Context: an optimization exercise on an open-source flow, tuned for small area, a short achievable clock period and few clock cycles per item. The choices shown serve that exercise and are no tape-out recipe.
Only simulation tests tie the RTL to the original design; equivalence was not proved.
No activity file was given, so power comes from the tool's default toggle rates.

File: design.v
`timescale 1ns / 1ps
module cross_node_buffer (
    input             clk,
    input             rst_n,
    input      [31:0] din,
    input             wr_en,
    input             rd_en,       
    output     [31:0] head_dout,
    output            head_valid
);
reg  [31:0] d [0:15];
reg  [15:0] v;
wire [15:0] a;
assign a[0] = v[0];
genvar k;
generate
    for (k = 1; k < 16; k = k + 1) begin : g_all
        assign a[k] = a[k-1] & v[k];
    end
endgenerate
wire [14:0] mv;
generate
    for (k = 0; k < 15; k = k + 1) begin : g_mv
        assign mv[k] = v[k+1] & (rd_en | ~a[k]);
    end
endgenerate
wire [15:0] v_nx;
assign v_nx[0]  = (v[0] & ~rd_en) | mv[0];
assign v_nx[15] = (v[15] & ~mv[14]) | wr_en;
generate
    for (k = 1; k < 15; k = k + 1) begin : g_v
        assign v_nx[k] = (v[k] & ~mv[k-1]) | mv[k];
    end
endgenerate
always @(posedge clk or negedge rst_n) begin
    if (!rst_n) v <= 16'd0;
    else        v <= v_nx;
end
generate
    for (k = 0; k < 15; k = k + 1) begin : g_d
        always @(posedge clk) begin
            if (mv[k]) d[k] <= d[k+1];
        end
    end
endgenerate
always @(posedge clk) begin
    if (wr_en) d[15] <= din;
end
assign head_dout  = d[0];
assign head_valid = v[0];
endmodule
`timescale 1ns / 1ps
 `timescale 1ns / 1ps
module Crossbar_switching_fabric(
    input                                      i_clk,
    input                                      i_rst_n,
    input           [32-1:0]      i_cb_l1_din,
    input           [1:0]                      i_cb_l1_sel,
    input                                      i_cb_l1_wr_en,
    input           [32-1:0]      i_cb_l2_din,
    input           [1:0]                      i_cb_l2_sel,
    input                                      i_cb_l2_wr_en,
    input           [32-1:0]      i_cb_l3_din,
    input           [1:0]                      i_cb_l3_sel,
    input                                      i_cb_l3_wr_en,
    input           [32-1:0]      i_cb_l4_din,
    input           [1:0]                      i_cb_l4_sel,
    input                                      i_cb_l4_wr_en,
    output          [4:0]                      o_cb_c1_queue_sel,
    output          [32-1:0]      o_cb_c1_dout,
    output                                     o_cb_c1_dat_valid,
    output          [4:0]                      o_cb_c2_queue_sel,
    output          [32-1:0]      o_cb_c2_dout,
    output                                     o_cb_c2_dat_valid,
    output          [4:0]                      o_cb_c3_queue_sel,
    output          [32-1:0]      o_cb_c3_dout,
    output                                     o_cb_c3_dat_valid,
    output          [4:0]                      o_cb_c4_queue_sel,
    output          [32-1:0]      o_cb_c4_dout,
    output                                     o_cb_c4_dat_valid
    );
wire [32-1:0] lane_din [0:3];
wire [1:0]                 lane_sel [0:3];
wire [3:0]                 lane_wr;
assign lane_din[0] = i_cb_l1_din; assign lane_sel[0] = i_cb_l1_sel; assign lane_wr[0] = i_cb_l1_wr_en;
assign lane_din[1] = i_cb_l2_din; assign lane_sel[1] = i_cb_l2_sel; assign lane_wr[1] = i_cb_l2_wr_en;
assign lane_din[2] = i_cb_l3_din; assign lane_sel[2] = i_cb_l3_sel; assign lane_wr[2] = i_cb_l3_wr_en;
assign lane_din[3] = i_cb_l4_din; assign lane_sel[3] = i_cb_l4_sel; assign lane_wr[3] = i_cb_l4_wr_en;
wire [32-1:0] head_dout [0:15];
wire [15:0]                head_valid;
wire [15:0]                node_rd;
genvar l, c;
generate
    for (l = 0; l < 4; l = l + 1) begin : g_lane
        for (c = 0; c < 4; c = c + 1) begin : g_col
            cross_node_buffer u_node (
                .clk        (i_clk),
                .rst_n      (i_rst_n),
                .din        (lane_din[l]),
                .wr_en      (lane_wr[l] & (lane_sel[l] == c)),
                .rd_en      (node_rd[4*l+c]),
                .head_dout  (head_dout[4*l+c]),
                .head_valid (head_valid[4*l+c])
            );
        end
    end
endgenerate
reg [32-1:0] col_dout  [0:3];
reg [3:0]                 col_valid;
generate
    for (c = 0; c < 4; c = c + 1) begin : g_arb
        wire [3:0] req = {head_valid[12+c], head_valid[8+c], head_valid[4+c], head_valid[c]};
        reg  [3:0] last;    
        reg  [3:0] gnt;
        always @(*) begin
            case (last)
                4'b0001: gnt = req[1] ? 4'b0010 : req[2] ? 4'b0100 : req[3] ? 4'b1000 : req[0] ? 4'b0001 : 4'b0000;
                4'b0010: gnt = req[2] ? 4'b0100 : req[3] ? 4'b1000 : req[0] ? 4'b0001 : req[1] ? 4'b0010 : 4'b0000;
                4'b0100: gnt = req[3] ? 4'b1000 : req[0] ? 4'b0001 : req[1] ? 4'b0010 : req[2] ? 4'b0100 : 4'b0000;
                default: gnt = req[0] ? 4'b0001 : req[1] ? 4'b0010 : req[2] ? 4'b0100 : req[3] ? 4'b1000 : 4'b0000;
            endcase
        end
        assign node_rd[c]    = gnt[0];
        assign node_rd[4+c]  = gnt[1];
        assign node_rd[8+c]  = gnt[2];
        assign node_rd[12+c] = gnt[3];
        always @(posedge i_clk or negedge i_rst_n) begin
            if (!i_rst_n) begin
                last         <= 4'b1000;
                col_valid[c] <= 1'b0;
            end
            else begin
                if (|req) last <= gnt;
                col_valid[c] <= |req;
            end
        end
        always @(posedge i_clk) begin
            col_dout[c] <= ({32{gnt[0]}} & head_dout[c])
                         | ({32{gnt[1]}} & head_dout[4+c])
                         | ({32{gnt[2]}} & head_dout[8+c])
                         | ({32{gnt[3]}} & head_dout[12+c]);
        end
    end
endgenerate
assign o_cb_c1_dout = col_dout[0];
assign o_cb_c2_dout = col_dout[1];
assign o_cb_c3_dout = col_dout[2];
assign o_cb_c4_dout = col_dout[3];
assign o_cb_c1_queue_sel = {col_dout[0][6:4], col_dout[0][1:0]};
assign o_cb_c2_queue_sel = {col_dout[1][6:4], col_dout[1][1:0]};
assign o_cb_c3_queue_sel = {col_dout[2][6:4], col_dout[2][1:0]};
assign o_cb_c4_queue_sel = {col_dout[3][6:4], col_dout[3][1:0]};
assign o_cb_c1_dat_valid = col_valid[0];
assign o_cb_c2_dat_valid = col_valid[1];
assign o_cb_c3_dat_valid = col_valid[2];
assign o_cb_c4_dat_valid = col_valid[3];
endmodule
File: run.sh
#!/bin/bash
# synth_recipe.tcl (not shown) runs the flow's synth.tcl, then flattens the netlist and writes it again
# the make line also repeats each setting of config.mk as NAME=value (left out here)
make -C /OpenROAD-flow-scripts/flow DESIGN_CONFIG=/design/flow/config.mk WORK_HOME=/design/flow/orfs CLKGATE_MAP_FILE= SYNTH_SCRIPT=/design/flow/synth_recipe.tcl finish
File: config.mk
export PLATFORM = sky130hd
export DESIGN_NAME = Crossbar_switching_fabric
export DESIGN_NICKNAME = Crossbar_switching_fabric
export VERILOG_FILES = /design/flow/design.v
export SDC_FILE = /design/flow/constraint.sdc
export NUM_CORES = 4
export LEC_CHECK = 0
export CAP_MARGIN = 20
export CORE_MARGIN = 2
export CORE_UTILIZATION = 40
export SLEW_MARGIN = 20
File: constraint.sdc
create_clock -name core_clock -period 5.0 [get_ports {i_clk}]
set_input_delay 1.0000 -clock core_clock [delete_from_list [all_inputs] [get_ports {i_clk}]]
set_output_delay 1.0000 -clock core_clock [all_outputs]
set_load 0.01 [all_outputs]
==> flow_summary_export.csv, run 1 <==
group,metric,value,unit
status,status,"complete, no violations",
yosys,synthArstFlopShare,3.21,%
floorplanning,io_pins,294,
route,vias,97200,
yosys,synth-warning-count,5,
critical_path,worstSetupStartpoint,"g_arb[2].last[0]",
clocking,cts_resized,0,
timing,finalCriticalPeriod,3.67,ns
critical_path,end_kind,"flop",
critical_path,cpPeakStageDelay,0.73,ns
route,wl,497000,µm
yosys,syn-num-nets,10300,
critical_path,cp_cell_sequence,"nor4b_2, a221oi_1, nand4_1, buf_4, nor2_2, a41oi_4",
timing,max_freq,272,MHz
timing,relSlewSlack,23.6,%
floorplanning,core-area,0.662,mm²
yosys,synth_compound_area_share,2.02,%
floorplanning,dieArea,0.670,mm²
pwr,p_leak,0.0998,µW
yosys,netlist-cell-type-count,87,
critical_path,r2r_cells,6,
critical_path,crit_family,"compound AO/OA/AOI/OAI gates",
clocking,clock_path_buffers,4,
critical_path,slowest_stage,"a221oi_1",
yosys,ys_seq_area_share,96.2,%
global_routing,grt_overflow,0,
yosys,avgSynthCellArea,26.1,µm²
critical_path,path_depth,6,
global_routing,grt_usage,14.5,%
pwr,power.density,476,mW/mm²
pwr,fin_total_pwr,147000,µW
place,hpwl,336000,µm
route,viasPerCell,4.66,
yosys,synth-seq-cells,8596,
yosys,synth-xor-area-share,0.0132,%
timing,period_share,73.4,%
place,gp_congestion,0.862,
global_routing,grt_pass1_wl,695000,µm
critical_path,reg2reg_from,"g_arb[2].last[0]",
yosys,syn_area,0.266,mm²
global_routing,grt_pass1_vias,94300,
place,io_buffers,293,
timing,timing.final.hold_violations,0,
min_path,hold_class,"flop to flop",
finish,area_delta_synth_final,16.2,%
timing,fin_skew,0.102,ns
route,drc_errors,0,
clocking,cts-hold-fix-buffers,1,
critical_path,worstReg2RegEnd,"g_lane[2].g_col[2].u_node.d[13][30]",
timing,worst_pin_slew,1.14,ns
pwr,irDropWorstVdd,381,µV
yosys,synth_flop_cell,"edfxtp_1",
timing,hold_slack,0.363,ns
yosys,synth_top_family_by_area,"compound AO/OA/AOI/OAI gates",
clocking,cts_buffers,786,
yosys,syn_inst,10200,
yosys,yosys.area_share.simple,1.31,%
critical_path,cp.required,5.62,ns
clocking,clk_pin_slew,0.06,ns
route,drt-wirelength-per-cell,23.8,µm
clocking,cts_root_buffer,"clkbuf_16",
clocking,cts_setup_buffers,0,
finish,drive_above_1_share,13.8,%
run,drv_cap,0,
timing,maxSlewViolCount,0,
critical_path,critical_path_peak_fanout,32,
timing,rsz0062_at_grt,"no",
floorplanning,fp.dieW,819,µm
finish,final_nets,11500,
yosys,yosys.area_share.adder,0,%
route,antenna_left,0,
timing,fin_tns_setup,0,ns
timing,setup_viol,0,
global_routing,antenna_found_initial,121,
route,drt-initial-drc-count,11900,
critical_path,r2r_slack,1.33,ns
clocking,htree_levels,6,
critical_path,path_buf_inv,1,
critical_path,crit_type,"flop to flop",
clocking,cts_tree,"built",
critical_path,start_kind,"flop",
floorplanning,start_util,40.1,%
yosys,synth_enable_flop_cells,8192,
critical_path,critPathCapture,"g_lane[2].g_col[2].u_node.d[13][30]",
route,drtPass1Iterations,19,
yosys,synth.area.mux_share,0.00754,%
critical_path,cp.arrival,4.29,ns
floorplanning,dieHeight,819,µm
clocking,cts_sinks,8596,
clocking,clk-insertion-delay-late,1.11,ns
global_routing,grt_max_degree,67,
floorplanning,row_count,299,
-- synth_stat cells (33+ instances only) --
| cell | number | area, µm² |
|---|---|---|
| dfrtp_1 | 272 | 6810 |
| a31oi_1 | 42 | 263 |
| a21boi_0 | 57 | 428 |
| and2_1 | 65 | 407 |
| or2_2 | 40 | 250 |
| o211ai_1 | 37 | 278 |
| inv_1 | 132 | 495 |
| buf_2 | 36 | 180 |
| nand3_1 | 54 | 270 |
| o21bai_1 | 47 | 353 |
| a21o_1 | 80 | 601 |
| nor2b_1 | 48 | 300 |
| dfxtp_1 | 128 | 2560 |
| and3_1 | 70 | 438 |
| a22o_1 | 34 | 298 |
| nor2_1 | 58 | 218 |
| clkbuf_1 | 69 | 259 |
| a221o_1 | 33 | 330 |
| o21ai_0 | 64 | 320 |
| edfxtp_1 | 8192 | 246000 |
| o21a_1 | 48 | 360 |
| nand2_1 | 141 | 529 |
-- worst min-delay path by stage --
stage,from,endpoint,cells after the start
after floorplan,g_lane[0].g_col[0].u_node.d[1][0],g_lane[0].g_col[0].u_node.d[0][0],0
after global placement,g_lane[1].g_col[3].u_node.d[14][24],g_lane[1].g_col[3].u_node.d[13][24],0
after detailed placement,g_lane[0].g_col[0].u_node.d[1][26],g_lane[0].g_col[0].u_node.d[0][26],0
after CTS,g_lane[2].g_col[2].u_node.d[12][22],g_lane[2].g_col[2].u_node.d[11][22],0
after global routing,g_lane[2].g_col[2].u_node.d[12][22],g_lane[2].g_col[2].u_node.d[11][22],0
final,g_lane[1].g_col[3].u_node.d[4][26],g_lane[1].g_col[3].u_node.d[3][26],0
-- worst reg2reg max path, delay by kind of cell, from the launching register on --
kind	cells	cell delay, ns
buffers and inverters	1	0.32
DFF	1	0.52
AOI/OAI and AO/OA	2	1.29
and+or+nand+nor	3	1.07
-- cells in the final DEF, fill, tap and decap left out, drive strengths merged, types with 66 or more instances in the layout --
cell type and instances:
edfxtp 8192, clkbuf 1066, clkdlybuf4s50 292, clkinv 286, dfrtp 272, buf 265
inv 157, nand2 142, dfxtp 128, a21o 80, diode 75, and3 70
o21ai 67, and2 66
-- sequential cells by signal, summed over array words and instances, names as in the netlist --
signal and flops:
col_dout 128, g_lane.g_col.u_node.d 8192, g_arb.last 16, col_valid 4
g_lane.g_col.u_node.v 256
-- metrics by stage --
| stage | std cells | utilization (%) | cell area (µm²) | setup slack [ns] |
|---|---|---|---|---|
| final | 20900 | 46.6 | 309000 | 1.33 |
| after global routing | 20800 | 46.6 | 309000 | 1.12 |
| after global placement | 19300 | 42.6 | 282000 | 1.39 |
| after CTS | 20800 | 46.5 | 308000 | 1.37 |
| after floorplan | 10200 | - | 266000 | 0.461 |
| after detailed placement | 19300 | 42.6 | 282000 | 1.38 |
-- cell type report --
class                   instances  area, µm²
repair buffers                558       5400
multi-input cells            1307      10300
flip-flops and latches       8596     255000
well taps                    8729      10900
inverters                     132        495
fillers                     53000     354000
clock buffers                1066      21300
clock inverters               395       4540
diodes                         75        188
-- layer usage --
layer	vias to the layer above	part of all wire (%)	global-route usage (%)
met5	-	0.010	0
met4	8	3.7	4.70
met3	848	6.9	2.20
met2	3520	47	22.9
met1	49300	42	20.9
li1	43600	-	-
-- logic make-up after synthesis --
family,after synthesis
flops,8596
simple gates,621
xor+xnor,4
mux,2
compound gates,680
buf+inv,267
-- power breakdown --
| group | total [µW] | internal (µW) | switching (µW) |
|---|---|---|---|
| Combinational | 6130 | 2120 | 4000 |
| Sequential | 82100 | 80500 | 1620 |
| Clock | 58600 | 33300 | 25200 |
Testbench counts, summed over its fixed seeds: cycles 4,458, items 16,384.
==> inputs of run 2 (changes only) <==
--- a/config.mk
+++ b/config.mk
@@ -5,7 +5,9 @@
 export SDC_FILE = /design/flow/constraint.sdc
 export NUM_CORES = 4
 export LEC_CHECK = 0
+export ABC_CLOCK_PERIOD_IN_PS = 2500
 export CAP_MARGIN = 20
 export CORE_MARGIN = 2
-export CORE_UTILIZATION = 40
+export CORE_UTILIZATION = 60
+export SETUP_SLACK_MARGIN = 2.5
 export SLEW_MARGIN = 20
==> run 2 against run 1 <==
Largest power group unchanged. Via count is 7.0% higher. Register-to-register slack improved by 0.93 ns. First-iteration DRC count rose by 8.0%. Die area fell by 33%. Cell area grew 2.9%. Worst setup slack better by 0.93 ns. Clock power about the same. Highest routed layer unchanged. Core utilization up 25 points. Global-route usage grew 9.2 points. Combinational power grew 47%.
==> flow_summary_export.csv, run 2 <==
group,metric,value,unit
route,drt-wirelength-per-cell,28.8,µm
yosys,synth_area_leaders,"edfxtp_1, dfrtp_1, dfxtp_1",
yosys,syn-num-nets,10300,
timing,max_freq,364,MHz
yosys,synth_enable_flop_cells,8192,
critical_path,cp_cell_sequence,"or4b_4, a21o_1, a21oi_2, nor3b_4, buf_6, buf_16, buf_12, a31oi_4, buf_16",
yosys,synth-seq-cells,8596,
finish,top_register,"g_lane.g_col.u_node.d",
timing,setup_viol,0,
floorplanning,dieArea,0.448,mm²
floorplanning,fp.dieW,669,µm
yosys,syn_area,0.266,mm²
critical_path,crit_type,"flop to flop",
clocking,cts_tree,"built",
finish,fin_cells,18700,
clocking,htree_levels,6,
yosys,synth-warning-count,5,
timing,maxSlewViolCount,0,
global_routing,grt_usage,23.7,%
route,viasPerCell,5.57,
yosys,avgSynthCellArea,26.1,µm²
critical_path,start_kind,"flop",
floorplanning,dieHeight,669,µm
finish,largest_register_ffs,8192,
route,drtPass1Iterations,10,
pwr,power.density,470,mW/mm²
timing,fin_skew,0.0272,ns
place,io_buffers,293,
global_routing,antenna_found_initial,88,
floorplanning,start_util,60.2,%
route,drt-initial-drc-count,12800,
timing,relSlewSlack,21.5,%
finish,drive_above_1_share,22.5,%
global_routing,grt_pass1_wl,745000,µm
critical_path,cpPeakStageDelay,0.56,ns
timing,finalCriticalPeriod,2.75,ns
finish,reg.largest.list,"g_lane.g_col.u_node.d (8192), g_lane.g_col.u_node.v (256), col_dout (128)",
yosys,syn_inst,10200,
finish,final_nets,12200,
clocking,cts_sinks,8596,
pwr,pwr-share-clk,39.1,%
run,drv_cap,0,
timing,period_share,54.9,%
critical_path,slowest_stage,"or4b_4",
floorplanning,core-area,0.441,mm²
clocking,cts_buffers,795,
clocking,clock_path_buffers,4,
finish,design_area,0.318,mm²
timing,rsz0062_at_grt,"yes",
global_routing,grt_max_degree,68,
yosys,netlist-cell-type-count,87,
pwr,p_comb_share,6.1,%
place,gp_congestion,0.915,
route,vias,104000,
finish,area_delta_synth_final,19.6,%
critical_path,critical_path_peak_fanout,8,
pwr,swShare,21.0,%
critical_path,path_buf_inv,4,
pwr,intPower,118000,µW
yosys,yosys-top-cells-count,"edfxtp_1, dfrtp_1, nand2_1",
critical_path,worst_path_most_repeated_cell,"buf_16",
min_path,hold_class,"flop to flop",
floorplanning,io_pins,294,
timing,worst_pin_slew,1.17,ns
route,drc_errors,0,
pwr,seqPwrFrac,54.8,%
global_routing,grt_pass1_vias,103000,
place,hpwl,324000,µm
pwr,p_leak,0.105,µW
finish,fillers,24700,
clocking,clk-insertion-delay-late,1.06,ns
yosys,yosys.area.top_type,"edfxtp_1",
route,wl,538000,µm
pwr,irDropWorstVdd,372,µV
yosys,synth_flop_cell,"edfxtp_1",
yosys,ys_seq_area_share,96.2,%
yosys,synthArstFlopShare,3.21,%
global_routing,grt_overflow,0,
pwr,p_switching,31300,µW
floorplanning,row_count,244,
finish,layout_common_cells,"edfxtp_1, clkbuf_16, buf_4, buf_6, buf_12",
critical_path,end_kind,"flop",
critical_path,cp.required,5.77,ns
place,place_area,0.278,mm²
critical_path,crit_family,"compound AO/OA/AOI/OAI gates",
clocking,clk_pin_slew,0.07,ns
yosys,synth_most_common_cell,"edfxtp_1",
timing,fin_tns_setup,0,ns
timing,setup_ws,2.25,ns
yosys,synth_top_area_share,92.6,%
timing,hold_slack,0.400,ns
place,post-place-ws,1.19,ns
status,status,"complete, no violations",
place,dp_cells,16300,
finish,layout_commonest_cell,"edfxtp_1",
clocking,cts_root_buffer,"clkbuf_16",
critical_path,cp.arrival,3.51,ns
timing,timing.final.hold_violations,0,
route,antenna_left,0,
[run 2: cell type report]
type                       instances  area, µm²  share of cell area [%]
clock buffer                    1072      22000                    6.94
clock inverter                   400       3550                    1.12
sequential                      8596     256000                    80.5
timing repair buffer            1031      12900                    4.05
multi-input combinational       1522      15500                    4.89
inverter                         132        499                   0.157
antenna                           26       65.1                  0.0205
tap                             5904       7390                    2.33
[run 2: cell families (layout without fill, tap and decap cells)]
kind of cell,after synthesis,after routing,share of synthesized area [%]
mux,2,2,0.00754
buf+inv,267,2635,0.441
xor+xnor,4,4,0.0132
compound gates,680,832,2.02
other cells,0,26,0
simple gates,621,684,1.31
flops,8596,8596,96.2
[run 2: timing repair]
item | 4_1_cts | 5_1_grt
pin swaps | 261 | 105
buffers inserted | 425 | 165
hold endpoints to repair | 31 | 0
endpoints found under the setup margin | 7296 | 5726
cloned | 200 | 65
gates resized for setup | 1368 | 304
hold buffers | 1 | 0
[run 2: power groups by stage]
| stage | Sequential [µW] | Clock (µW) | Combinational (µW) |
|---|---|---|---|
| 2_1_floorplan | 82600 | 0 | 3210 |
| 6_report | 81800 | 58400 | 9040 |
| 3_5_place_dp | 83100 | 0 | 6230 |
| 3_3_place_gp | 83100 | 0 | 6150 |
| 5_1_grt | 81900 | 62600 | 9390 |
| 4_1_cts | 81800 | 59500 | 7740 |
[run 2: stage by stage]
step	power, µW	util [%]
final	149000	72.0
after global routing	154000	72.0
after CTS	149000	71.1
after detailed placement	89300	63.0
after global placement	89200	63.0
after floorplan	85900	-
[run 2: final timing paths]
path,slack [ns],cells after the start,to,startpoint
max in group asynchronous,3.17,3,g_lane[1].g_col[0].u_node.v[6],i_rst_n
worst min register to register,0.40,0,g_lane[1].g_col[1].u_node.d[14][28],g_lane[1].g_col[1].u_node.d[15][28]
worst max register to register,2.25,9,g_lane[3].g_col[0].u_node.d[6][16],g_arb[0].last[2]
min in group asynchronous,0.53,2,g_lane[0].g_col[2].u_node.v[11],i_rst_n
worst max-delay path,2.25,9,g_lane[3].g_col[0].u_node.d[6][16],g_arb[0].last[2]
worst min-delay path,0.40,0,g_lane[1].g_col[1].u_node.d[14][28],g_lane[1].g_col[1].u_node.d[15][28]
[run 2: routing by layer]
| layer | vias to the layer above | routed length (µm) | share of wire (%) | GRT usage, % |
|---|---|---|---|---|
| li1 | 45400 | - | - | - |
| met1 | 53500 | 217000 | 40 | 33.8 |
| met2 | 4187 | 260000 | 48 | 37.4 |
| met3 | 986 | 39600 | 7.4 | 4.37 |
| met4 | 18 | 21600 | 4.0 | 8.82 |
| met5 | - | 103 | 0.019 | 0 |
==> inputs of run 3 (changes only) <==
--- a/design.v
+++ b/design.v
@@ -21,7 +21,7 @@
 wire [14:0] mv;
 generate
     for (k = 0; k < 15; k = k + 1) begin : g_mv
-        assign mv[k] = v[k+1] & (rd_en | ~a[k]);
+        assign mv[k] = rd_en ? v[k+1] : (v[k+1] & ~a[k]);
     end
 endgenerate
 wire [15:0] v_nx;
@@ -32,9 +32,8 @@
         assign v_nx[k] = (v[k] & ~mv[k-1]) | mv[k];
     end
 endgenerate
-always @(posedge clk or negedge rst_n) begin
-    if (!rst_n) v <= 16'd0;
-    else        v <= v_nx;
+always @(posedge clk) begin
+    v <= v_nx & {16{rst_n}};
 end
 generate
     for (k = 0; k < 15; k = k + 1) begin : g_d
@@ -124,15 +123,13 @@
         assign node_rd[4+c]  = gnt[1];
         assign node_rd[8+c]  = gnt[2];
         assign node_rd[12+c] = gnt[3];
+        always @(posedge i_clk) begin
+            if (!i_rst_n)  last <= 4'b1000;
+            else if (|req) last <= gnt;
+        end
         always @(posedge i_clk or negedge i_rst_n) begin
-            if (!i_rst_n) begin
-                last         <= 4'b1000;
-                col_valid[c] <= 1'b0;
-            end
-            else begin
-                if (|req) last <= gnt;
-                col_valid[c] <= |req;
-            end
+            if (!i_rst_n) col_valid[c] <= 1'b0;
+            else          col_valid[c] <= |req;
         end
         always @(posedge i_clk) begin
             col_dout[c] <= ({32{gnt[0]}} & head_dout[c])
--- a/config.mk
+++ b/config.mk
@@ -5,9 +5,10 @@
 export SDC_FILE = /design/flow/constraint.sdc
 export NUM_CORES = 4
 export LEC_CHECK = 0
-export ABC_CLOCK_PERIOD_IN_PS = 2500
 export CAP_MARGIN = 20
 export CORE_MARGIN = 2
 export CORE_UTILIZATION = 60
+export CTS_CLUSTER_DIAMETER = 100
+export CTS_CLUSTER_SIZE = 30
 export SETUP_SLACK_MARGIN = 2.5
 export SLEW_MARGIN = 20
==> run 3 against run 2 <==
Still clean. Core utilization decreased by 3.8 points. Via count fell by 4.3%. Critical path depth up 2. Fmax rose by 0.31%. Largest cell class unchanged.
==> flow_summary_export.csv, run 3 <==
group,metric,value,unit
route,drtPass1Iterations,9,
yosys,yosys.area_share.adder,0,%
finish,largest_register_ffs,8192,
floorplanning,dieArea,0.447,mm²
finish,final_nets,11800,
critical_path,start_kind,"flop",
finish,regArea,0.255,mm²
critical_path,path_buf_inv,6,
timing,maxSlewViolCount,0,
global_routing,grt_overflow,0,
critical_path,end_kind,"flop",
route,vias,99600,
timing,max_freq,365,MHz
yosys,yosys.area_share.simple,1.67,%
critical_path,cp.required,5.71,ns
yosys,ys_seq_area_share,96.0,%
clocking,clock_path_buffers,4,
route,wl,521000,µm
finish,drive_above_1_share,15.8,%
timing,timing.final.hold_violations,0,
floorplanning,core-area,0.439,mm²
yosys,synth_flop_cell,"edfxtp_1",
route,drt-initial-drc-count,12200,
yosys,synth-warning-count,5,
yosys,synth_most_common_cell,"edfxtp_1",
critical_path,slowest_stage,"or4b_4",
critical_path,r2r_slack,2.26,ns
critical_path,crit_family,"buffers and inverters",
pwr,power.density,372,mW/mm²
critical_path,worst_path_most_repeated_cell,"buf_12",
status,status,"complete, no violations",
clocking,clk-insertion-delay-late,0.98,ns
yosys,yosys-top-cells-count,"edfxtp_1, dfxtp_1, nand2_1",
route,drc_errors,0,
timing,hold_slack,0.407,ns
yosys,synth_enable_flop_cells,8192,
global_routing,antenna_found_initial,112,
critical_path,critical_path_peak_fanout,8,
place,gp_congestion,0.891,
floorplanning,row_count,243,
finish,top_register,"g_lane.g_col.u_node.d",
critical_path,crit_type,"flop to flop",
yosys,synth_top_family_by_area,"compound AO/OA/AOI/OAI gates",
pwr,p_leak,0.0919,µW
yosys,avgSynthCellArea,25.4,µm²
critical_path,cpPeakStageDelay,0.57,ns
timing,setup_viol,0,
global_routing,grt_usage,23.3,%
yosys,syn_inst,10400,
floorplanning,dieHeight,668,µm
yosys,syn_area,0.265,mm²
yosys,synth_top_area_share,92.9,%
floorplanning,start_util,60.4,%
yosys,synth_area_leaders,"edfxtp_1, dfxtp_1, nand2_1",
yosys,synth-seq-cells,8596,
clocking,htree_levels,5,
yosys,yosys.area.top_type,"edfxtp_1",
finish,area_delta_synth_final,13.0,%
clocking,cts_root_buffer,"clkbuf_16",
floorplanning,io_pins,294,
finish,fillers,26300,
clocking,clk_pin_slew,0.11,ns
yosys,synthArstFlopShare,0.0465,%
place,hpwl,336000,µm
timing,fin_skew,0.0450,ns
critical_path,cp.arrival,3.44,ns
timing,worst_pin_slew,1.20,ns
yosys,netlist-cell-type-count,82,
clocking,cts_tree,"built",
yosys,syn-num-nets,10600,
timing,rsz0062_at_grt,"yes",
finish,reg.largest.list,"g_lane.g_col.u_node.d (8192), g_lane.g_col.u_node.v (256), col_dout (128)",
global_routing,grt_max_degree,76,
route,viasPerCell,5.58,
timing,finalCriticalPeriod,2.74,ns
critical_path,cp_cell_sequence,"or4b_4, o211a_4, o31ai_4, buf_12, buf_6, a21oi_4, buf_12, buf_12, buf_6, a31oi_4, clkbuf_16",
timing,fin_tns_setup,0,ns
min_path,hold_class,"flop to flop",
finish,multi_input_area,0.0159,mm²
yosys,synth_compound_area_share,1.88,%
global_routing,grt_pass1_wl,723000,µm
route,antenna_left,0,
yosys,synth-xor-area-share,0.0132,%
floorplanning,fp.dieW,668,µm
timing,relSlewSlack,20.1,%
clocking,cts_sinks,8596,
timing,period_share,54.7,%
global_routing,grt_pass1_vias,97200,
finish,layout_common_cells,"edfxtp_1, clkbuf_16, nand2_1, buf_12",
clocking,cts_buffers,325,
yosys,synth.area.mux_share,0.00803,%
finish,layout_commonest_cell,"edfxtp_1",
run,drv_cap,0,
pwr,irDropWorstVdd,295,µV
route,drt-wirelength-per-cell,29.2,µm
place,io_buffers,293,
[run 3: cell types whose count changed in the layout (fill, tap and decap cells not counted), moves of 133 or more]
cell | before | now
dfrtp_1 | 234 | 2
clkbuf_16 | 844 | 346
dfxtp_1 | 12 | 238
clkinv_2 | 154 | 0
nand2_1 | 137 | 296
clkinv_1 | 133 | 0
[run 3: timing repair]
action                                  CTS  global route
resized for setup                      1344           150
gates cloned                            187            19
setup buffers                           322           163
hold buffers                              1             0
setup endpoints to repair              7756          6009
endpoints found under the hold margin     2             0
pin swaps                               178            93
[run 3: final timing paths]
kind / start / endpoint / depth (start not counted)
max: g_arb[1].last[1] / g_lane[3].g_col[1].u_node.d[9][28] / 11
min: g_lane[2].g_col[0].u_node.d[15][7] / g_lane[2].g_col[0].u_node.d[14][7] / 0
max reg2reg: g_arb[1].last[1] / g_lane[3].g_col[1].u_node.d[9][28] / 11
min reg2reg: g_lane[2].g_col[0].u_node.d[15][7] / g_lane[2].g_col[0].u_node.d[14][7] / 0
max in group asynchronous: i_rst_n / col_valid[1] / 3
min in group asynchronous: i_rst_n / col_valid[2] / 2
[run 3: per-stage QoR]
step	std cells	setup slack, ns	area [µm²]	power [µW]	util, %
CTS	17600	2.22	296000	112000	67.4
floorplan	10400	2.07	267000	80000	-
detailed placement	16500	1.22	277000	80700	63.2
global route	17800	2.23	299000	115000	68.2
global placement	16500	1.35	277000	80700	63.2
finish	17800	2.26	299000	111000	68.2
[run 3: per-layer routing]
layer	track usage [%]	vias up	wire [µm]
met5	0	-	0
met4	8.88	0	23000
met3	2.91	685	33900
met2	38.6	3434	260000
met1	32.5	51400	204000
li1	-	44100	-
[run 3: cell type report]
| type | count | area share [%] |
|---|---|---|
| Antenna cell | 37 | 0.0309 |
| Clock buffer | 560 | 3.13 |
| Clock inverter | 11 | 0.0431 |
| Inverter | 136 | 0.173 |
| Multi-Input combinational cell | 1754 | 5.31 |
| Sequential cell | 8596 | 85.0 |
| Tap cell | 5880 | 2.46 |
| Timing Repair Buffer | 875 | 3.80 |
[run 3: logic make-up after synthesis]
| family | count (synthesis) |
|---|---|
| AOI/OAI and AO/OA | 680 |
| xor gates and xnor gates | 4 |
| buffers and inverters | 286 |
| DFF | 8596 |
| muxes | 2 |
| and+or+nand+nor | 874 |
[run 3: power by group]
| part | switching (µW) | internal, µW | leakage, µW |
|---|---|---|---|
| clock | 19400 | 13000 | 0.00452 |
| combinational | 619 | 192 | 0.0102 |
| sequential | 159 | 78100 | 0.0772 |
| total | 20200 | 91300 | 0.0919 |
Testbench counts of run 3, summed over its fixed seeds: cycles 4,458, items 16,384.
==> inputs of run 4 (changes only) <==
--- a/design.v
+++ b/design.v
@@ -6,7 +6,8 @@
     input             wr_en,
     input             rd_en,       
     output     [31:0] head_dout,
-    output            head_valid
+    output            head_valid,
+    output            head_valid_nx    
 );
 reg  [31:0] d [0:15];
 reg  [15:0] v;
@@ -46,7 +47,8 @@
     if (wr_en) d[15] <= din;
 end
 assign head_dout  = d[0];
-assign head_valid = v[0];
+assign head_valid    = v[0];
+assign head_valid_nx = v_nx[0] & rst_n;
 endmodule
 `timescale 1ns / 1ps
  `timescale 1ns / 1ps
@@ -87,19 +89,21 @@
 assign lane_din[3] = i_cb_l4_din; assign lane_sel[3] = i_cb_l4_sel; assign lane_wr[3] = i_cb_l4_wr_en;
 wire [32-1:0] head_dout [0:15];
 wire [15:0]                head_valid;
+wire [15:0]                head_valid_nx;
 wire [15:0]                node_rd;
 genvar l, c;
 generate
     for (l = 0; l < 4; l = l + 1) begin : g_lane
         for (c = 0; c < 4; c = c + 1) begin : g_col
             cross_node_buffer u_node (
-                .clk        (i_clk),
-                .rst_n      (i_rst_n),
-                .din        (lane_din[l]),
-                .wr_en      (lane_wr[l] & (lane_sel[l] == c)),
-                .rd_en      (node_rd[4*l+c]),
-                .head_dout  (head_dout[4*l+c]),
-                .head_valid (head_valid[4*l+c])
+                .clk           (i_clk),
+                .rst_n         (i_rst_n),
+                .din           (lane_din[l]),
+                .wr_en         (lane_wr[l] & (lane_sel[l] == c)),
+                .rd_en         (node_rd[4*l+c]),
+                .head_dout     (head_dout[4*l+c]),
+                .head_valid    (head_valid[4*l+c]),
+                .head_valid_nx (head_valid_nx[4*l+c])
             );
         end
     end
@@ -108,9 +112,10 @@
 reg [3:0]                 col_valid;
 generate
     for (c = 0; c < 4; c = c + 1) begin : g_arb
-        wire [3:0] req = {head_valid[12+c], head_valid[8+c], head_valid[4+c], head_valid[c]};
+        wire [3:0] req = {head_valid_nx[12+c], head_valid_nx[8+c], head_valid_nx[4+c], head_valid_nx[c]};
         reg  [3:0] last;    
         reg  [3:0] gnt;
+        reg  [3:0] gnt_q;   
         always @(*) begin
             case (last)
                 4'b0001: gnt = req[1] ? 4'b0010 : req[2] ? 4'b0100 : req[3] ? 4'b1000 : req[0] ? 4'b0001 : 4'b0000;
@@ -119,23 +124,29 @@
                 default: gnt = req[0] ? 4'b0001 : req[1] ? 4'b0010 : req[2] ? 4'b0100 : req[3] ? 4'b1000 : 4'b0000;
             endcase
         end
-        assign node_rd[c]    = gnt[0];
-        assign node_rd[4+c]  = gnt[1];
-        assign node_rd[8+c]  = gnt[2];
-        assign node_rd[12+c] = gnt[3];
+        assign node_rd[c]    = gnt_q[0];
+        assign node_rd[4+c]  = gnt_q[1];
+        assign node_rd[8+c]  = gnt_q[2];
+        assign node_rd[12+c] = gnt_q[3];
         always @(posedge i_clk) begin
-            if (!i_rst_n)  last <= 4'b1000;
-            else if (|req) last <= gnt;
+            if (!i_rst_n) begin
+                last  <= 4'b1000;
+                gnt_q <= 4'b0000;
+            end
+            else begin
+                if (|req) last <= gnt;
+                gnt_q <= gnt;
+            end
         end
         always @(posedge i_clk or negedge i_rst_n) begin
             if (!i_rst_n) col_valid[c] <= 1'b0;
-            else          col_valid[c] <= |req;
+            else          col_valid[c] <= |gnt_q;
         end
         always @(posedge i_clk) begin
-            col_dout[c] <= ({32{gnt[0]}} & head_dout[c])
-                         | ({32{gnt[1]}} & head_dout[4+c])
-                         | ({32{gnt[2]}} & head_dout[8+c])
-                         | ({32{gnt[3]}} & head_dout[12+c]);
+            col_dout[c] <= ({32{gnt_q[0]}} & head_dout[c])
+                         | ({32{gnt_q[1]}} & head_dout[4+c])
+                         | ({32{gnt_q[2]}} & head_dout[8+c])
+                         | ({32{gnt_q[3]}} & head_dout[12+c]);
         end
     end
 endgenerate
==> run 4 against run 3 <==
Clock-buffer cell count rose by 21. Worst hold slack got worse by 0.0078 ns. First-iteration DRC count fell by 6.8%. Clock skew fell by 0.0029 ns. Critical path depth fell by 10. Flip-flop and latch count rose by 16. Cell count fell by 3.4%. Largest cell class unchanged.
==> flow_summary_export.csv, run 4 <==
group,metric,value,unit
status,status,"complete, no violations",
timing,fin_skew,0.0421,ns
critical_path,slowest_stage,"dfrtp_2",
timing,worst_pin_slew,1.13,ns
pwr,swShare,18.0,%
global_routing,grt_pass1_vias,91400,
timing,rsz0062_at_grt,"yes",
timing,relSlewSlack,24.9,%
clocking,cts_sinks,8612,
timing,setup_viol,0,
pwr,intPower,91500,µW
route,vias,93800,
floorplanning,dieArea,0.445,mm²
yosys,synth_area_leaders,"edfxtp_1, dfxtp_1, a22oi_1",
global_routing,grt.met3_usage,2.45,%
timing,timing.final.hold_violations,0,
yosys,avgSynthCellArea,25.7,µm²
route,drt-wirelength-per-cell,26.7,µm
critical_path,r2r_cells,9,
critical_path,crit_type,"flop to output port",
timing,period_share,52.8,%
pwr,pwr-share-clk,29.2,%
finish,layout_common_cells,"edfxtp_1, clkbuf_16, dfxtp_1, nor2_1, buf_4",
clocking,cts_buffers,325,
pwr,seqPwrFrac,70.3,%
critical_path,crit_family,"flip-flops",
min_path,hold_depth,0,
yosys,synth-seq-cells,8612,
critical_path,cp.required,4.00,ns
yosys,yosys.area.top_type,"edfxtp_1",
critical_path,path_depth,1,
timing,finalCriticalPeriod,2.64,ns
place,gp_congestion,0.893,
floorplanning,start_util,60.2,%
critical_path,start_kind,"flop",
finish,area_delta_synth_final,8.97,%
clocking,htree_levels,5,
clocking,clk_pin_slew,0.11,ns
yosys,yosys-top-cells-count,"edfxtp_1, dfxtp_1, nor2_1",
yosys,synth-warning-count,5,
pwr,p_switching,20100,µW
global_routing,met2_usage,32.5,%
global_routing,grt_pass1_wl,654000,µm
place,hpwl,310000,µm
yosys,syn_inst,10300,
clocking,cts_tree,"built",
critical_path,cpPeakStageDelay,0.49,ns
place,place_area,0.276,mm²
finish,top_register,"g_lane.g_col.u_node.d",
yosys,synth_most_common_cell,"edfxtp_1",
run,drv_cap,0,
min_path,hold_class,"flop to flop",
floorplanning,row_count,243,
global_routing,grt_overflow,0,
global_routing,grt_busiest_layer,"met2",
route,drc_errors,0,
finish,largest_register_ffs,8192,
timing,maxSlewViolCount,0,
finish,design_area,0.288,mm²
finish,reg.largest.list,"g_lane.g_col.u_node.d (8192), g_lane.g_col.u_node.v (256), col_dout (128)",
pwr,power.density,388,mW/mm²
finish,drive_above_1_share,10.7,%
yosys,ys_seq_area_share,96.4,%
clocking,clk-insertion-delay-late,0.99,ns
yosys,syn-num-nets,10400,
critical_path,end_kind,"output port",
critical_path,critical_path_peak_fanout,1,
clocking,clock_path_buffers,4,
pwr,p_leak,0.0891,µW
route,viasPerCell,5.44,
yosys,synth_top_area_share,93.2,%
timing,max_freq,379,MHz
place,io_buffers,293,
pwr,p_comb_share,0.6,%
floorplanning,dieHeight,667,µm
critical_path,cp.arrival,1.64,ns
timing,fin_tns_setup,0,ns
finish,final_nets,11200,
global_routing,grt_max_degree,84,
route,drt-initial-drc-count,11400,
global_routing,grt_usage,20.7,%
yosys,synthArstFlopShare,0.0464,%
pwr,irDropWorstVdd,331,µV
yosys,synth_enable_flop_cells,8192,
route,wl,460000,µm
finish,layout_commonest_cell,"edfxtp_1",
floorplanning,core-area,0.438,mm²
floorplanning,fp.dieW,667,µm
global_routing,use_met1,31.4,%
critical_path,cp_cell_sequence,"buf_6",
critical_path,path_buf_inv,1,
yosys,netlist-cell-type-count,74,
yosys,syn_area,0.264,mm²
floorplanning,io_pins,294,
global_routing,antenna_found_initial,13,
clocking,cts_root_buffer,"clkbuf_16",
route,drtPass1Iterations,6,
route,antenna_left,0,
yosys,synth_flop_cell,"edfxtp_1",
==> run 4: worst paths after layout <==
kind / start / endpoint / slack (ns)
setup / recovery: col_valid[0] / o_cb_c1_dat_valid / 2.36
hold / removal: g_lane[1].g_col[3].u_node.d[15][28] / g_lane[1].g_col[3].u_node.d[14][28] / 0.40
setup reg to reg: g_arb[3].gnt_q[2] / g_lane[2].g_col[3].u_node.d[11][15] / 2.56
hold reg to reg: g_lane[1].g_col[3].u_node.d[15][28] / g_lane[1].g_col[3].u_node.d[14][28] / 0.40
max in group asynchronous: i_rst_n / col_valid[2] / 3.82
min in group asynchronous: i_rst_n / col_valid[0] / 0.60
==> run 4: stage by stage <==
step / utilization [%] / total power, µW / std cells / hold WS [ns] / setup WS (ns)
final: 65.6 / 112000 / 17200 / 0.399 / 2.36
after global routing: 65.6 / 115000 / 17200 / 0.420 / 2.28
after CTS: 65.5 / 113000 / 17200 / 0.407 / 2.22
after detailed placement: 63.1 / 80700 / 16500 / 0.405 / 1.71
after global placement: 63.1 / 80700 / 16500 / 0.400 / 1.76
after floorplan: - / 80200 / 10300 / 0.400 / 1.68
==> run 4: logic make-up (layout without fill, tap and decap cells) <==
logic type             after synthesis  after routing  synth area share (%)
AND/OR/NAND/NOR                    881            888                  1.68
flip-flops                        8612           8612                  96.4
other                                0             10                     0
buffers and inverters              176           1229                 0.307
AO/OA/AOI/OAI                      599            617                  1.62
==> run 4: layout make-up <==
cell class,instances,area [µm²]
Antenna cell,10,25.0
Clock inverter,12,130
Fill cell,27300,150000
Tap cell,5880,7360
Clock buffer,581,9430
Timing Repair Buffer,594,5590
Inverter,42,165
Multi-Input combinational cell,1505,10300
Sequential cell,8612,255000
==> run 4: timing repair <==
action,4_1_cts,5_1_grt
gates resized for setup,883,81
hold buffers,1,0
pin swaps,28,15
cloned,23,3
buffers inserted,36,18
endpoints found under the hold margin,2,0
endpoints found under the setup margin,2704,2054
==> run 4: routing by layer <==
metal / up-vias / share of wire [%]
met2: 2778 / 48
met1: 48200 / 44
li1: 42300 / -
met5: - / 0
met4: 0 / 3.2
met3: 600 / 5.5
==> run 4: power groups by stage <==
stage	Sequential (µW)	Clock [µW]	Combinational [µW]
after floorplan	80000	0	172
after global placement	80100	0	613
after detailed placement	80100	0	627
after CTS	78500	33600	640
after global routing	78500	36000	651
final	78400	32500	630
Testbench counts of run 4, summed over its fixed seeds: cycles 4,458, items 16,384.
==> inputs of run 5 (changes only) <==
--- a/config.mk
+++ b/config.mk
@@ -10,5 +10,5 @@
 export CORE_UTILIZATION = 60
 export CTS_CLUSTER_DIAMETER = 100
 export CTS_CLUSTER_SIZE = 30
-export SETUP_SLACK_MARGIN = 2.5
+export SETUP_SLACK_MARGIN = 2.3
 export SLEW_MARGIN = 20
==> run 5 against run 4 <==
First-iteration DRC count increased by 1.0%. Sequential power about the same. Fmax increased by 1.4%. Critical endpoint is now o_cb_c4_dat_valid.
==> flow_summary_export.csv, run 5 <==
group,metric,value,unit
floorplanning,io_pins,294,
yosys,synth-seq-cells,8612,
floorplanning,start_util,60.2,%
global_routing,grt_max_degree,66,
yosys,yosys-top-cells-count,"edfxtp_1, dfxtp_1, nor2_1",
critical_path,end_kind,"output port",
clocking,cts_root_buffer,"clkbuf_16",
yosys,syn_area,0.264,mm²
finish,reg.largest.list,"g_lane.g_col.u_node.d (8192), g_lane.g_col.u_node.v (256), col_dout (128)",
yosys,yosys.area.top_type,"edfxtp_1",
clocking,clock_path_buffers,4,
pwr,fin_total_pwr,112000,µW
finish,largest_register_ffs,8192,
floorplanning,row_count,243,
route,drc_errors,0,
floorplanning,dieArea,0.445,mm²
clocking,clk_pin_slew,0.11,ns
critical_path,cp.arrival,1.60,ns
route,viasPerCell,5.48,
timing,finalCriticalPeriod,2.60,ns
yosys,avgSynthCellArea,25.7,µm²
finish,design_area,0.287,mm²
route,drtPass1Iterations,7,
finish,top_register,"g_lane.g_col.u_node.d",
global_routing,met2_usage,33.4,%
finish,layout_commonest_cell,"edfxtp_1",
route,drt-initial-drc-count,11500,
critical_path,crit_type,"flop to output port",
route,wl,459000,µm
floorplanning,dieHeight,667,µm
timing,relSlewSlack,27.9,%
finish,area_delta_synth_final,8.60,%
global_routing,grt_pass1_wl,648000,µm
floorplanning,core-area,0.438,mm²
global_routing,use_met1,30.4,%
finish,fin_cells,17200,
yosys,synth-warning-count,5,
place,gp_congestion,0.915,
yosys,synth_enable_flop_cells,8192,
timing,fin_skew,0.0392,ns
yosys,synth_area_leaders,"edfxtp_1, dfxtp_1, a22oi_1",
global_routing,grt_usage,20.6,%
yosys,netlist-cell-type-count,74,
timing,hold_slack,0.219,ns
yosys,synth_most_common_cell,"edfxtp_1",
finish,drive_above_1_share,8.25,%
pwr,p_leak,0.0891,µW
global_routing,antenna_found_initial,47,
route,vias,94200,
clocking,cts_buffers,326,
yosys,ys_seq_area_share,96.4,%
clocking,cts_tree,"built",
status,status,"complete, no violations",
timing,fin_tns_setup,0,ns
global_routing,grt_busiest_layer,"met2",
place,dp_cells,16600,
timing,worst_pin_slew,1.08,ns
clocking,clk-insertion-delay-late,0.98,ns
timing,setup_viol,0,
yosys,synth_top_area_share,93.2,%
place,io_buffers,293,
critical_path,crit_family,"flip-flops",
place,place_area,0.276,mm²
finish,layout_common_cells,"edfxtp_1, dfxtp_1, clkbuf_16, buf_4, nor2_1",
critical_path,cp.required,4.00,ns
yosys,synth_flop_cell,"edfxtp_1",
timing,maxSlewViolCount,0,
pwr,irDropWorstVdd,325,µV
pwr,power.density,390,mW/mm²
critical_path,cpPeakStageDelay,0.47,ns
finish,final_nets,11200,
clocking,cts_sinks,8612,
yosys,syn-num-nets,10400,
timing,timing.final.hold_violations,0,
critical_path,critical_path_peak_fanout,1,
critical_path,cp_cell_sequence,"buf_6",
route,antenna_left,0,
global_routing,grt_overflow,0,
floorplanning,fp.dieW,667,µm
yosys,synthArstFlopShare,0.0464,%
global_routing,grt_pass1_vias,91200,
route,drt-wirelength-per-cell,26.7,µm
global_routing,grt.met3_usage,2.75,%
clocking,htree_levels,5,
critical_path,start_kind,"flop",
timing,period_share,52.1,%
timing,max_freq,384,MHz
critical_path,slowest_stage,"dfrtp_2",
min_path,hold_class,"input port to async pin",
critical_path,path_buf_inv,1,
yosys,syn_inst,10300,
timing,rsz0062_at_grt,"yes",
place,hpwl,312000,µm
finish,fillers,27600,
run,drv_cap,0,
## run 5: worst paths after layout
check	start	end	slack, ns	cells after the start
hold / removal	i_rst_n	col_valid[3]	0.22	1
min in group core_clock	g_lane[3].g_col[0].u_node.d[9][2]	g_lane[3].g_col[0].u_node.d[8][2]	0.41	0
setup reg to reg	g_arb[2].gnt_q[3]	g_lane[3].g_col[2].u_node.d[14][5]	2.40	6
hold reg to reg	g_lane[3].g_col[0].u_node.d[9][2]	g_lane[3].g_col[0].u_node.d[8][2]	0.41	0
setup / recovery	col_valid[3]	o_cb_c4_dat_valid	2.40	1
max in group asynchronous	i_rst_n	col_valid[2]	3.99	2
## run 5: what timing repair did
action,in CTS,in global routing
buffers inserted,14,11
setup endpoints to repair,2375,1226
hold buffers,0,1
pin swaps,17,7
cloned,10,1
gates resized for setup,235,25
hold endpoints to repair,0,1
## run 5: per-layer routing
layer	up-vias	share of wire (%)	wire, µm
met5	-	0.047	217
met4	2	2.7	12500
met3	569	6.3	28900
met2	2899	49	225000
met1	48600	42	193000
li1	42200	-	-
## run 5: power by group
part           internal [µW]  total (µW)  switching [µW]
sequential             78300       78400             140
combinational            141         604             462
clock                  13200       32700           19400
total                  91700      112000           20000
## run 5: layout make-up
cell class / count / area, µm² / area share [%]
inverter: 42 / 165 / 0.0576
multi-input combinational: 1491 / 9870 / 3.44
antenna: 12 / 30.0 / 0.0105
clock inverter: 12 / 134 / 0.0467
timing repair buffer: 580 / 5110 / 1.78
sequential: 8612 / 254000 / 88.8
clock buffer: 583 / 9550 / 3.33
tap: 5880 / 7360 / 2.57
## run 5: kinds of logic after synthesis
| logic type | count (synthesis) | share of synthesized area (%) |
|---|---|---|
| AO/OA/AOI/OAI | 599 | 1.62 |
| buffers and inverters | 176 | 0.307 |
| flip-flops | 8612 | 96.4 |
| AND/OR/NAND/NOR | 881 | 1.68 |
## run 5: metrics by stage
step	worst slack [ns]	util [%]
6_report	2.40	65.4
5_1_grt	2.30	65.4
4_1_cts	2.24	65.4
3_5_place_dp	1.54	63.1
3_3_place_gp	1.19	63.1
2_1_floorplan	1.47	-
==> inputs of run 6 (changes only) <==
--- a/config.mk
+++ b/config.mk
@@ -5,10 +5,11 @@
 export SDC_FILE = /design/flow/constraint.sdc
 export NUM_CORES = 4
 export LEC_CHECK = 0
+export ABC_AREA = 1
 export CAP_MARGIN = 20
 export CORE_MARGIN = 2
 export CORE_UTILIZATION = 60
 export CTS_CLUSTER_DIAMETER = 100
 export CTS_CLUSTER_SIZE = 30
-export SETUP_SLACK_MARGIN = 2.3
+export SETUP_SLACK_MARGIN = 2.4
 export SLEW_MARGIN = 20
==> run 6 against run 5 <==
Clock skew up 0.0045 ns. Cell count rose by 3.9%. Routed wire length is 6.5% higher. Worst setup slack better by 0.027 ns. Critical path type unchanged. Clock power hardly changed. Total power is 0.19% lower. Sequential share of layout area down 0.60 points. Area after synthesis is essentially flat. Register-to-register slack better by 0.03 ns. Via count rose by 2.8%. Fmax rose by 1.1%. Flip-flop and latch count is the same.
==> flow_summary_export.csv, run 6 <==
group,metric,value,unit
status,status,"complete, no violations",
finish,multi_input_area,0.00858,mm²
timing,hold_slack,0.384,ns
yosys,syn_inst,10800,
global_routing,grt_usage,21.9,%
pwr,power.density,386,mW/mm²
floorplanning,start_util,60.3,%
yosys,synth_enable_flop_cells,8192,
pwr,pwr-share-clk,29.1,%
route,wl_met1,208000,µm
global_routing,antenna_found_initial,69,
yosys,syn_area,0.264,mm²
finish,top_register,"g_lane.g_col.u_node.d",
critical_path,end_kind,"output port",
critical_path,r2r_slack,2.43,ns
critical_path,critPathCapture,"o_cb_c3_dat_valid",
global_routing,grt_overflow,0,
route,drc_errors,0,
timing,timing.final.hold_violations,0,
yosys,netlist-cell-type-count,35,
yosys,ys_seq_area_share,96.3,%
clocking,cts_buffers,326,
critical_path,r2r_cells,13,
pwr,p_switching,20100,µW
min_path,hold_class,"input port to async pin",
finish,layout_commonest_cell,"edfxtp_1",
timing,max_freq,388,MHz
place,io_buffers,293,
route,wl_met2,235000,µm
place,hpwl,338000,µm
global_routing,grt_pass1_wl,686000,µm
yosys,avgSynthCellArea,24.5,µm²
timing,setup_viol,0,
route,wl,489000,µm
critical_path,critical_path_peak_fanout,1,
timing,fin_skew,0.0437,ns
yosys,synth-seq-cells,8612,
timing,relSlewSlack,29.6,%
critical_path,cpPeakStageDelay,0.45,ns
finish,reg.largest.list,"g_lane.g_col.u_node.d (8192), g_lane.g_col.u_node.v (256), col_dout (128)",
timing,finalCriticalPeriod,2.58,ns
clocking,clock_path_buffers,4,
timing,period_share,51.5,%
timing,maxSlewViolCount,0,
critical_path,cp.arrival,1.58,ns
route,drt-wirelength-per-cell,27.3,µm
clocking,cts_root_buffer,"clkbuf_16",
floorplanning,io_pins,294,
clocking,htree_levels,5,
floorplanning,row_count,243,
pwr,p_comb_share,0.6,%
route,drtPass1Iterations,6,
critical_path,crit_family,"flip-flops",
timing,rsz0062_at_grt,"yes",
yosys,synth_most_common_cell,"edfxtp_1",
global_routing,grt_max_degree,80,
route,antenna_left,0,
finish,layout_common_cells,"edfxtp_1, nand2_1, clkbuf_16, inv_1, dfxtp_1",
finish,drive_above_1_share,12.1,%
clocking,cts_tree,"built",
yosys,synth-warning-count,5,
critical_path,cp.required,4.00,ns
route,routed-wl-met3,33400,µm
yosys,yosys.area.top_type,"edfxtp_1",
yosys,synthArstFlopShare,0.0464,%
critical_path,worstSetupStartpoint,"col_valid[2]",
floorplanning,fp.dieW,668,µm
route,viasPerCell,5.42,
floorplanning,dieHeight,668,µm
run,drv_cap,0,
clocking,clk-insertion-delay-late,0.98,ns
yosys,syn-num-nets,10900,
global_routing,grt_pass1_vias,93700,
clocking,cts_sinks,8612,
finish,fillers,27500,
finish,final_nets,11900,
critical_path,worstReg2RegEnd,"g_lane[1].g_col[3].u_node.d[12][13]",
route,drt-initial-drc-count,12100,
critical_path,path_depth,1,
yosys,synth_area_leaders,"edfxtp_1, dfxtp_1, nand2_1",
timing,fin_tns_setup,0,ns
critical_path,reg2reg_from,"g_arb[3].gnt_q[1]",
critical_path,crit_type,"flop to output port",
critical_path,path_buf_inv,1,
pwr,irDropWorstVdd,380,µV
critical_path,slowest_stage,"dfrtp_1",
clocking,clk_pin_slew,0.11,ns
route,top_layer,"met5",
pwr,swShare,18.0,%
yosys,yosys-top-cells-count,"edfxtp_1, nand2_1, inv_1",
finish,area_delta_synth_final,9.29,%
yosys,synth_flop_cell,"edfxtp_1",
floorplanning,core-area,0.438,mm²
finish,regArea,0.255,mm²
timing,worst_pin_slew,1.06,ns
place,gp_congestion,0.949,
finish,largest_register_ffs,8192,
pwr,p_leak,0.0893,µW
pwr,intPower,91400,µW
pwr,seqPwrFrac,70.3,%
critical_path,start_kind,"flop",
floorplanning,dieArea,0.446,mm²
yosys,synth_top_area_share,93.1,%
route,vias,96900,
critical_path,cp_cell_sequence,"buf_2",
## run 6: logic make-up after synthesis
family / count (synthesis) / share of synthesized area, %
compound gates: 320 / 0.642
buf+inv: 572 / 0.856
flops: 8612 / 96.3
simple gates: 1263 / 2.20
## run 6: timing repair
action                      CTS  global route
cloned                       50             7
resized for setup           899            71
buffers inserted            186            44
hold endpoints to repair      2             0
pin swaps                    39            51
hold buffers                  1             0
setup endpoints to repair  4185          2278
## run 6: worst register-to-register path, delay by kind of cell (launching register included)
kind | cells | cell delay (ns)
buffers and inverters | 5 | 0.67
AND/OR/NAND/NOR | 8 | 1.29
flip-flops | 1 | 0.37
## run 6: power groups by stage
stage / Clock (µW) / Sequential [µW] / Combinational, µW
floorplan: 0 / 79900 / 176
global placement: 0 / 80000 / 585
detailed placement: 0 / 80000 / 600
CTS: 33400 / 78400 / 664
global route: 35900 / 78400 / 689
finish: 32400 / 78400 / 658
## run 6: cell type report
cell class,instances,share of cell area (%)
Sequential cell,8612,88.2
Clock buffer,569,3.24
Multi-Input combinational cell,1585,2.97
Tap cell,5880,2.55
Timing Repair Buffer,697,2.19
Inverter,458,0.686
Timing Repair inverter,52,0.135
Clock inverter,12,0.0537
Antenna cell,15,0.0130
## run 6: worst min path at each step
stage | endpoint | start
after floorplan | g_lane[0].g_col[0].u_node.d[0][0] | g_lane[0].g_col[0].u_node.d[1][0]
after global placement | g_lane[3].g_col[1].u_node.d[12][9] | g_lane[3].g_col[1].u_node.d[13][9]
after detailed placement | g_lane[0].g_col[0].u_node.d[0][29] | g_lane[0].g_col[0].u_node.d[1][29]
after CTS | col_valid[2] | i_rst_n
after global routing | col_valid[2] | i_rst_n
final | col_valid[2] | i_rst_n
## run 6: per-stage QoR
step           instances  power, µW  area (µm²)  util, %  setup slack (ns)
6_report           17900     111000      289000     65.9              2.42
5_1_grt            17900     115000      289000     65.9              2.35
4_1_cts            17800     112000      288000     65.7              2.21
3_5_place_dp       17000      80600      276000     63.0              1.35
3_3_place_gp       17000      80600      276000     62.9              1.44
2_1_floorplan      10800      80100      265000        -              1.96
## run 6: per-layer routing
layer	GRT usage (%)	vias to the layer above
met5	0	-
met4	5.25	4
met3	2.90	549
met2	34.8	3258
met1	33.3	49900
li1	-	43200
==> inputs of run 7 (changes only) <==
--- a/config.mk
+++ b/config.mk
@@ -5,11 +5,10 @@
 export SDC_FILE = /design/flow/constraint.sdc
 export NUM_CORES = 4
 export LEC_CHECK = 0
-export ABC_AREA = 1
 export CAP_MARGIN = 20
 export CORE_MARGIN = 2
-export CORE_UTILIZATION = 60
+export CORE_UTILIZATION = 50
 export CTS_CLUSTER_DIAMETER = 100
 export CTS_CLUSTER_SIZE = 30
-export SETUP_SLACK_MARGIN = 2.4
+export SETUP_SLACK_MARGIN = 2.5
 export SLEW_MARGIN = 20
==> run 7 against run 6 <==
Fmax hardly changed. Highest routed layer unchanged. Clock power is 2% higher. Clock skew is 0.021 ns higher. Cell area hardly changed. Largest cell class unchanged. Register-to-register slack better by 0.13 ns. Routed wire length is 5.2% lower. Still clean. Die area is 20% higher. Worst hold slack better by 0.014 ns. Sequential share of layout area hardly changed. Area after synthesis hardly changed. Global-route usage is 4.8 points lower.
==> flow_summary_export.csv, run 7 <==
group,metric,value,unit
min_path,hold_class,"flop to flop",
timing,finalCriticalPeriod,2.58,ns
timing,max_freq,388,MHz
route,drc_errors,0,
critical_path,cp.arrival,1.58,ns
yosys,ys_seq_area_share,96.4,%
finish,layout_commonest_cell,"edfxtp_1",
yosys,synthArstFlopShare,0.0464,%
global_routing,grt_overflow,0,
pwr,power.density,388,mW/mm²
pwr,p_switching,20400,µW
timing,timing.final.hold_violations,0,
floorplanning,io_pins,294,
critical_path,slowest_stage,"dfrtp_2",
yosys,synth_most_common_cell,"edfxtp_1",
yosys,syn_area,0.264,mm²
pwr,p_comb_share,0.6,%
critical_path,critPathCapture,"o_cb_c4_dat_valid",
pwr,irDropWorstVdd,333,µV
timing,fin_skew,0.0643,ns
critical_path,worstSetupStartpoint,"col_valid[3]",
timing,rsz0062_at_grt,"yes",
timing,setup_ws,2.42,ns
floorplanning,core-area,0.525,mm²
critical_path,critical_path_peak_fanout,1,
timing,maxSlewViolCount,0,
yosys,yosys.area.top_type,"edfxtp_1",
pwr,fin_total_pwr,112000,µW
place,io_buffers,293,
global_routing,grt_usage,17.2,%
finish,multi_input_area,0.0102,mm²
finish,area_delta_synth_final,9.45,%
yosys,synth_enable_flop_cells,8192,
finish,largest_register_ffs,8192,
critical_path,worstReg2RegEnd,"g_lane[3].g_col[0].u_node.d[12][26]",
floorplanning,start_util,50.3,%
global_routing,grt_max_degree,56,
yosys,netlist-cell-type-count,74,
critical_path,cp.required,4.00,ns
route,drtPass1Iterations,6,
yosys,synth_area_leaders,"edfxtp_1, dfxtp_1, a22oi_1",
status,status,"complete, no violations",
yosys,synth-seq-cells,8612,
run,drv_cap,0,
yosys,synth-warning-count,5,
pwr,swShare,18.2,%
yosys,avgSynthCellArea,25.7,µm²
finish,drive_above_1_share,10.8,%
place,post-place-ws,1.37,ns
yosys,syn_inst,10300,
critical_path,start_kind,"flop",
timing,hold_slack,0.398,ns
clocking,clk_pin_slew,0.11,ns
critical_path,crit_type,"flop to output port",
pwr,pwr-share-clk,29.4,%
finish,layout_common_cells,"edfxtp_1, clkbuf_16, dfxtp_1, nor2_1, a22oi_1",
clocking,cts_sinks,8612,
finish,regArea,0.255,mm²
pwr,intPower,91600,µW
clocking,htree_levels,5,
pwr,seqPwrFrac,70.0,%
critical_path,end_kind,"output port",
timing,period_share,51.6,%
global_routing,grt_pass1_vias,91600,
clocking,clk-insertion-delay-late,1.02,ns
clocking,clock_path_buffers,4,
clocking,cts_root_buffer,"clkbuf_16",
critical_path,reg2reg_from,"g_arb[0].gnt_q[3]",
critical_path,r2r_cells,7,
critical_path,crit_family,"flip-flops",
finish,final_nets,11200,
floorplanning,row_count,266,
critical_path,cp_cell_sequence,"buf_6",
route,vias,93600,
route,wl,463000,µm
route,antenna_left,0,
floorplanning,dieArea,0.534,mm²
place,hpwl,316000,µm
critical_path,cpPeakStageDelay,0.46,ns
pwr,p_leak,0.0890,µW
critical_path,path_depth,1,
timing,relSlewSlack,29.7,%
route,drt-initial-drc-count,11300,
timing,fin_tns_setup,0,ns
floorplanning,fp.dieW,731,µm
yosys,yosys-top-cells-count,"edfxtp_1, dfxtp_1, nor2_1",
yosys,syn-num-nets,10400,
timing,setup_viol,0,
clocking,cts_buffers,330,
critical_path,r2r_slack,2.56,ns
place,gp_congestion,0.911,
global_routing,antenna_found_initial,61,
route,drt-wirelength-per-cell,25.3,µm
global_routing,grt_pass1_wl,654000,µm
clocking,cts_tree,"built",
critical_path,path_buf_inv,1,
yosys,synth_top_area_share,93.2,%
route,viasPerCell,5.11,
floorplanning,dieHeight,731,µm
finish,top_register,"g_lane.g_col.u_node.d",
finish,fin_util,55.0,%
finish,fillers,38000,
timing,worst_pin_slew,1.05,ns
yosys,synth_flop_cell,"edfxtp_1",
finish,reg.largest.list,"g_lane.g_col.u_node.d (8192), g_lane.g_col.u_node.v (256), col_dout (128)",
## run 7: cell count changes in the layout (fill, tap and decap cells not counted), moves of 107 or more
cell,delta
nand2_1,-503
inv_1,-291
a22oi_1,+256
nand4_1,-146
nor2_1,+137
a21oi_1,-134
clkinvlp_4,-107
## run 7: worst min path at each step
stage / startpoint / endpoint / slack (ns) / cells past startpoint
2_1_floorplan: g_lane[0].g_col[0].u_node.d[1][0] / g_lane[0].g_col[0].u_node.d[0][0] / 0.40 / 0
4_1_cts: g_lane[1].g_col[3].u_node.d[13][30] / g_lane[1].g_col[3].u_node.d[12][30] / 0.38 / 0
3_5_place_dp: g_lane[0].g_col[0].u_node.d[11][30] / g_lane[0].g_col[0].u_node.d[10][30] / 0.40 / 0
6_report: g_lane[1].g_col[0].u_node.d[2][31] / g_lane[1].g_col[0].u_node.d[1][31] / 0.40 / 0
3_3_place_gp: g_lane[1].g_col[3].u_node.d[5][26] / g_lane[1].g_col[3].u_node.d[4][26] / 0.40 / 0
5_1_grt: g_lane[1].g_col[3].u_node.d[13][30] / g_lane[1].g_col[3].u_node.d[12][30] / 0.40 / 0
## run 7: layer usage
layer / vias up / wire, µm / share of wire, % / GRT usage (%)
met2: 2858 / 224000 / 48 / 27.8
met5: - / 12 / 0.0026 / 0
met4: 2 / 14200 / 3.1 / 4.87
li1: 42200 / - / - / -
met1: 47900 / 198000 / 43 / 24.9
met3: 610 / 27000 / 5.8 / 2.36
## run 7: timing repair
item | in CTS | in global routing
pin swaps | 23 | 12
buffers inserted | 16 | 22
hold endpoints to repair | 2 | 0
endpoints found under the setup margin | 3424 | 2112
hold buffers | 1 | 0
resized for setup | 850 | 100
gates cloned | 21 | 1
## run 7: logic make-up (layout without fill, tap and decap cells)
group / count (synthesis) / in the layout / synth area share, %
other: 0 / 17 / 0
buffers and inverters: 176 / 1207 / 0.307
and+or+nand+nor: 881 / 888 / 1.68
AOI/OAI and AO/OA: 599 / 614 / 1.62
DFF: 8612 / 8612 / 96.4
## run 7: per-stage QoR
stage          cells  cell area [µm²]
3_5_place_dp   17600           278000
2_1_floorplan  10300           265000
4_1_cts        18300           288000
3_3_place_gp   17600           278000
6_report       18300           289000
5_1_grt        18300           289000
## run 7: layout make-up
cell class,instances,share of cell area [%]
Antenna cell,17,0.0147
Clock buffer,561,3.22
Clock inverter,35,0.202
Inverter,42,0.0572
Multi-Input combinational cell,1502,3.54
Sequential cell,8612,88.1
Tap cell,6968,3.02
Timing Repair Buffer,569,1.82
## run 7: power groups by stage
stage	combinational [µW]	sequential, µW	clock (µW)
finish	678	78400	32900
CTS	696	78400	34100
global route	713	78500	36500
detailed placement	686	80100	0
floorplan	172	80000	0
global placement	678	80100	0

==> static timing again, ports no longer ideal <==
The results above use ideal ports. As a check the final layouts listed here were re-extracted and re-timed, cells and wires unchanged. Step 1, drivers: a clkbuf_16 drives i_clk and a buf_2 each remaining input, both assumed. Step 2, shift: input delay + t, output delay - t, t = (earliest + latest rising clock arrival at the registers) / 2. This alone moves slack from input paths to output paths. a / b / c = ideal ports / drivers / drivers and shift; a / b = the first two.
run | shift t [ns] | setup slack, ns | worst slew at a driven data input, ns
run 1 | 1.182 | 1.328 / 1.328 / 1.328 | 0.19
run 2 | 1.164 | 2.255 / 2.190 / 1.926 | 0.14
run 3 | 1.075 | 2.263 / 2.235 / 1.519 | 0.12
run 4 | 1.087 | 2.359 / 2.244 / 1.755 | 0.10
run 5 | 1.074 | 2.396 / 2.288 / 1.632 | 0.18
run 6 | 1.077 | 2.423 / 2.307 / 1.736 | 0.04
run 7 | 1.105 | 2.421 / 2.294 / 1.669 | 0.22
After both steps setup and hold are still met in every run listed. The setup slack of run 5, which loses most, moves by -0.108 ns with the drivers and by -0.764 ns with both steps.
